From an optimization exercise on the open Yosys and OpenROAD flow, aimed at small area; shortcuts taken in it are not production practice.
Function not checked in this run: the RTL went through the layout flow alone.

**run.sh**
```bash
#!/bin/bash
# synth_recipe.tcl (not shown) runs the flow's synth.tcl, then flattens the netlist and writes it again
# the make line also repeats each setting of config.mk as NAME=value (left out here)
make -C /OpenROAD-flow-scripts/flow DESIGN_CONFIG=/design/flow/config.mk WORK_HOME=/design/flow/orfs CLKGATE_MAP_FILE= SYNTH_SCRIPT=/design/flow/synth_recipe.tcl finish
```
**config.mk**
```make
export PLATFORM = sky130hd
export DESIGN_NAME = basemul
export DESIGN_NICKNAME = basemul
export VERILOG_FILES = /design/flow/design.v
export SDC_FILE = /design/flow/constraint.sdc
export NUM_CORES = 4
export LEC_CHECK = 0
export CAP_MARGIN = 20
export CORE_MARGIN = 2
export CORE_UTILIZATION = 40
export SLEW_MARGIN = 20
```
**constraint.sdc**
```tcl
create_clock -name core_clock -period 9.0 [get_ports {clk}]
set_input_delay 1.8000 -clock core_clock [delete_from_list [all_inputs] [get_ports {clk}]]
set_output_delay 1.8000 -clock core_clock [all_outputs]
set_load 0.01 [all_outputs]
```
**design.v**
```verilog
module montgomery_reduce (  
  input clk,  
  input set,
  input  wire signed [31:0] a,
  output reg  signed [15:0] t
);
reg signed [31:0] temp32;
reg signed [15:0] temp16;
always @(posedge clk) begin  
  if(set) begin
    temp32 = a;
    temp16 = (temp32 * -3327) &16'hFFFF;
    temp32 = temp16 * 13'sd3329;
    t <= (a - temp32) >> 16;
  end
end
endmodule
module fqmul ( 
  input clk,
  input set,
  input  wire signed [15:0] a,
  input  wire signed [15:0] b,
  output wire signed [15:0] t
);  
wire signed [31:0] temp32;
reg set1;
multiplier mult1 (
  .clk(clk),
  .set(set),
  .a(a),
  .b(b),
  .t(temp32)
);
montgomery_reduce mont1 (  
  .clk(clk),
  .set(set1),
  .a(temp32),  
  .t(t)
);
always @(posedge clk) begin
  set1 <= set;
end
endmodule
module multiplier (
  input clk,
  input set,
  input  wire signed [15:0] a,
  input  wire signed [15:0] b,
  output reg signed [31:0] t
);
always @(posedge clk) begin
  if(set) begin
    t <= a * b;  
  end
end
endmodule
module basemul(
  input clk,
  input set,
  input wire signed [15:0] a1,
  input wire signed [15:0] a0,
  input wire signed [15:0] b1,
  input wire signed [15:0] b0,
  input wire signed [15:0] zeta,
  output reg signed [15:0] t1,
  output reg signed [15:0] t0
);
wire signed [15:0] f1, f2, g1, g2;
reg signed [15:0] ff1, gg1, gg2, ggg2;
reg signed [15:0] aa0, bb0, bb1, bbb1;  
wire signed [15:0] temp;
fqmul fq1(
  .clk(clk),
  .set(set),
  .a(a1),
  .b(zeta),
  .t(temp)
);
fqmul fq2(
  .clk(clk),
  .set(set),
  .a(a1),
  .b(b0),
  .t(g2)
);
fqmul fq3(
  .clk(clk),
  .set(set),
  .a(aa0),
  .b(bb0),
  .t(f1)
);
fqmul fq4(
  .clk(clk),
  .set(set),
  .a(aa0),
  .b(bb1),
  .t(g1)
);
fqmul fq5(
  .clk(clk),
  .set(set),
  .a(temp),
  .b(bbb1),
  .t(f2)
);
always @(posedge clk) begin
  if(set) begin
    t0 <= ff1 + f2;
    t1 <= ggg2 + gg1;
  end
end
always @(posedge clk) begin
  aa0 <= a0;
  bb0 <= b0;
  bb1 <= b1;
  bbb1 <= bb1;
end
always @(posedge clk) begin
  ff1 <= f1;
  gg1 <= g1;
  gg2 <= g2;
  ggg2 <= gg2;
end
endmodule
```
==> results.txt <==
- CP max stage cell: xnor2_1
- Post-CTS Setup Inserts: 0
- Status: timing/DRC/antenna clean
- Clk Latency, worst-skew pair: 0.69 ns
- WHS Path Cells: 0
- Startpoint types: register
- Die ar.: 210000 um^2
- Critical path capture point type: register
- Core area: 205000 um^2
- H-tree depth: 2
- Clock buffer depth: 3
- Number of synthesized flops with an enable pin: 272
- Avg WL per Cell: 16.6 um
- Synth cell types: 75
- Max-slew violations: 0
- Worst hold path startpoint: gg2[6]
- Hold Buf Count CTS: 0
- Yosys reg bits: 401
- Worst reg-to-reg path cell count: 28
- Fin nets: 11.3k
- DP Wirelength: 156000 um
- Root Buffer: clkbuf_16
- Number of global-route vias before repair: 60.4k
- CTS Buf Count: 54
- CTS tree: built
- Maximum clock rate: 0.117 GHz
- Largest net degree at the start of global routing: 102
- Worst min path class: reg2reg
- Post-Place Cells: 11.0k
- Final Hold Vio Count: 0
- Via count: 54.2k
- Place WS: 0.221 ns
- Post-synthesis net count: 11.2k
- Final cycle utilization of the critical path: 0.948
- Crit path top cell by count: ha_1
- Area Growth Syn to Fin: 7.79%
- I/O pins: 114
- # rows: 166
- CTS Sinks: 401
- Yosys warns: 4
- Mean post-synth cell area: 9.88 um^2
- Worst-Margin Slew: 1.20 ns
- Critical path origin: fq5.mult1.t[4]
- Layout cell share with drive strength beyond 1: 0.0268
- Final setup fails: 0
- Drt drc: 0
- CP arrival: 8.91 ns
- Clk slew on worst S/H paths: 0.06 ns
- Mapped Area: 82400 um^2
- RSZ-0062 raised after global routing: false
- Post-CTS resize count: 0
- Required time worst endpoint: 9.38 ns
- Grt ovf: 0
- IO Port Bufs: 113
- Max cap viols: 0
- Die height: 458 um
- Slowest stage delay, CP: 0.51 ns
- First-pass GRT wire length: 311000 um
- Sequential share of the synthesized area: 0.131
- Routed Antenna Nets: 0
- Top cell type's share of synthesized area: 0.388
- Antenna fix cells: 0
- Placer Congestion: 0.879
- Synth cell count leaders: 2219 x inv_1, 1595 x fa_1, 1182 x ha_1
- Drt pass-1 iters: 5
- Initial Util: 0.403
- Gr usage total: 0.183
- Fillcell total: 19.6k
- Synth area leaders: fa_1 39%, ha_1 18%, inv_1 10%
- Post-layout worst setup margin: 0.471 ns
- Critical path class: reg2reg
- Setup_tns: 0 ns
- Reg2reg start: fq5.mult1.t[4]
- Via-to-Cell Ratio: 4.86
- Most frequent cell after synthesis: inv_1
- Leading area contributor after synthesis: fa_1
- Crit path max fanout: 5
- Final cell count without fillers: 11.1k
- Commonest register cell after synthesis: edfxtp_1
- DRT iter0 DRCs: 2459
- Die Width: 458 um
- Total wire length: 184000 um
- Initial antenna violation count: 7
- Asr flop ratio synth: 0
- Syn Inst Count: 8333
- Post-layout min period: 8.53 ns
- Post-Route Skew: 0.0458 ns
- Worst rel slew slack: 0.190
path summary, 6_finish.rpt:
path	endpoint	slack, ns
worst max-delay path	fq5.mont1.t[15]	0.47
worst min-delay path	ggg2[6]	0.31
worst max register to register	fq5.mont1.t[15]	0.47
worst min register to register	ggg2[6]	0.31
critical path: cells and delay by family (launching register included):
kind                       cells  cell delay, ns
adders and majority gates     14            5.22
DFF                            1            0.49
AOI/OAI and AO/OA              7            1.66
buffers and inverters          5            0.27
xor gates and xnor gates       2            0.64
cell families (layout without fill, tap and decap cells):
logic type | after synthesis | in the layout | synth area share
adders and majority gates | 2777 | 2777 | 0.567
buffers and inverters | 2416 | 2527 | 0.110
and+or+nand+nor | 1755 | 1755 | 0.104
AOI/OAI and AO/OA | 599 | 599 | 0.0472
DFF | 401 | 401 | 0.131
xor gates and xnor gates | 377 | 377 | 0.0401
muxes | 8 | 8 | 0.00105
state kept, by name, summed over array words and instances, names as in the netlist:
| register | flops |
|---|---|
| aa0 | 16 |
| bb0 | 16 |
| bb1 | 16 |
| bbb1 | 16 |
| ff1 | 16 |
| fq1.mont1.t | 16 |
| fq1.mult1.t | 32 |
| fq2.mont1.t | 16 |
| fq2.mult1.t | 32 |
| fq3.mont1.t | 16 |
| fq3.mult1.t | 32 |
| fq3.set1 | 1 |
| fq4.mont1.t | 16 |
| fq4.mult1.t | 32 |
| fq5.mont1.t | 16 |
| fq5.mult1.t | 32 |
| gg1 | 16 |
| gg2 | 16 |
| ggg2 | 16 |
| t0 | 16 |
| t1 | 16 |
routing by layer:
metal / vias up / track usage / share of wire
met4: 4 / 0.0538 / 0.031
met3: 286 / 0.0177 / 0.041
met5: - / 0 / 0.00011
met2: 1067 / 0.327 / 0.50
li1: 25274 / - / -
met1: 27521 / 0.235 / 0.43
cell type report:
cell class | instances | area (um^2) | area share
multi-input combinational | 5516 | 62600 | 0.705
sequential | 401 | 10800 | 0.121
inverter | 2219 | 8330 | 0.0938
tap | 2688 | 3360 | 0.0379
timing repair buffer | 206 | 1930 | 0.0218
clock buffer | 64 | 1450 | 0.0163
clock inverter | 38 | 352 | 0.00396
stage by stage:
stage	hold WS, ns	utilization	instance area (um^2)
after global routing	0.309	0.434	88800
after detailed placement	0.312	0.425	87000
after floorplan	0.310	-	82400
final	0.314	0.434	88800
after global placement	0.312	0.425	87000
after CTS	0.303	0.434	88800
cells in the final DEF (no fill, tap or decap), drive strengths merged, types with 18 or more instances in the layout:
master / count
nand2: 785
dfxtp: 129
clkbuf: 64
a211oi: 18
and3: 20
and2: 516
edfxtp: 272
xnor2: 270
a21oi: 182
nor2: 171
nand3: 34
ha: 1182
o21bai: 26
inv: 2229
buf: 94
fa: 1595
xor2: 107
o21ai: 118
nand2b: 97
a21o: 96
o21a: 35
clkdlybuf4s50: 112
nor3: 47
nor2b: 21

[re-timing with driven ports]
The flow's constraints put no driver on any port. The routed layout listed below was extracted and timed again, unchanged, in two steps.
Step 1 (the two cells are an assumption about what drives the block):
set clk [get_ports {clk}]
set_driving_cell -lib_cell sky130_fd_sc_hd__clkbuf_16 $clk
set_driving_cell -lib_cell sky130_fd_sc_hd__buf_2 [delete_from_list [all_inputs] $clk]
Step 2 times the ports against the registers' clock, not the clock port: input delays grow and output delays shrink by t, the midpoint of the rising clock arrivals with the driver on.
Slacks: no drivers / after step 1 / after step 2; pairs: no drivers / after step 1.
shift t [ns]: 0.742
setup slack, ns: 0.471 / 0.471 / 0.251
pins driven straight from the clock port: 1
After both steps setup and hold are still met in this run. The setup slack of this run moves by 0.000 ns with the drivers and by -0.220 ns with both steps.
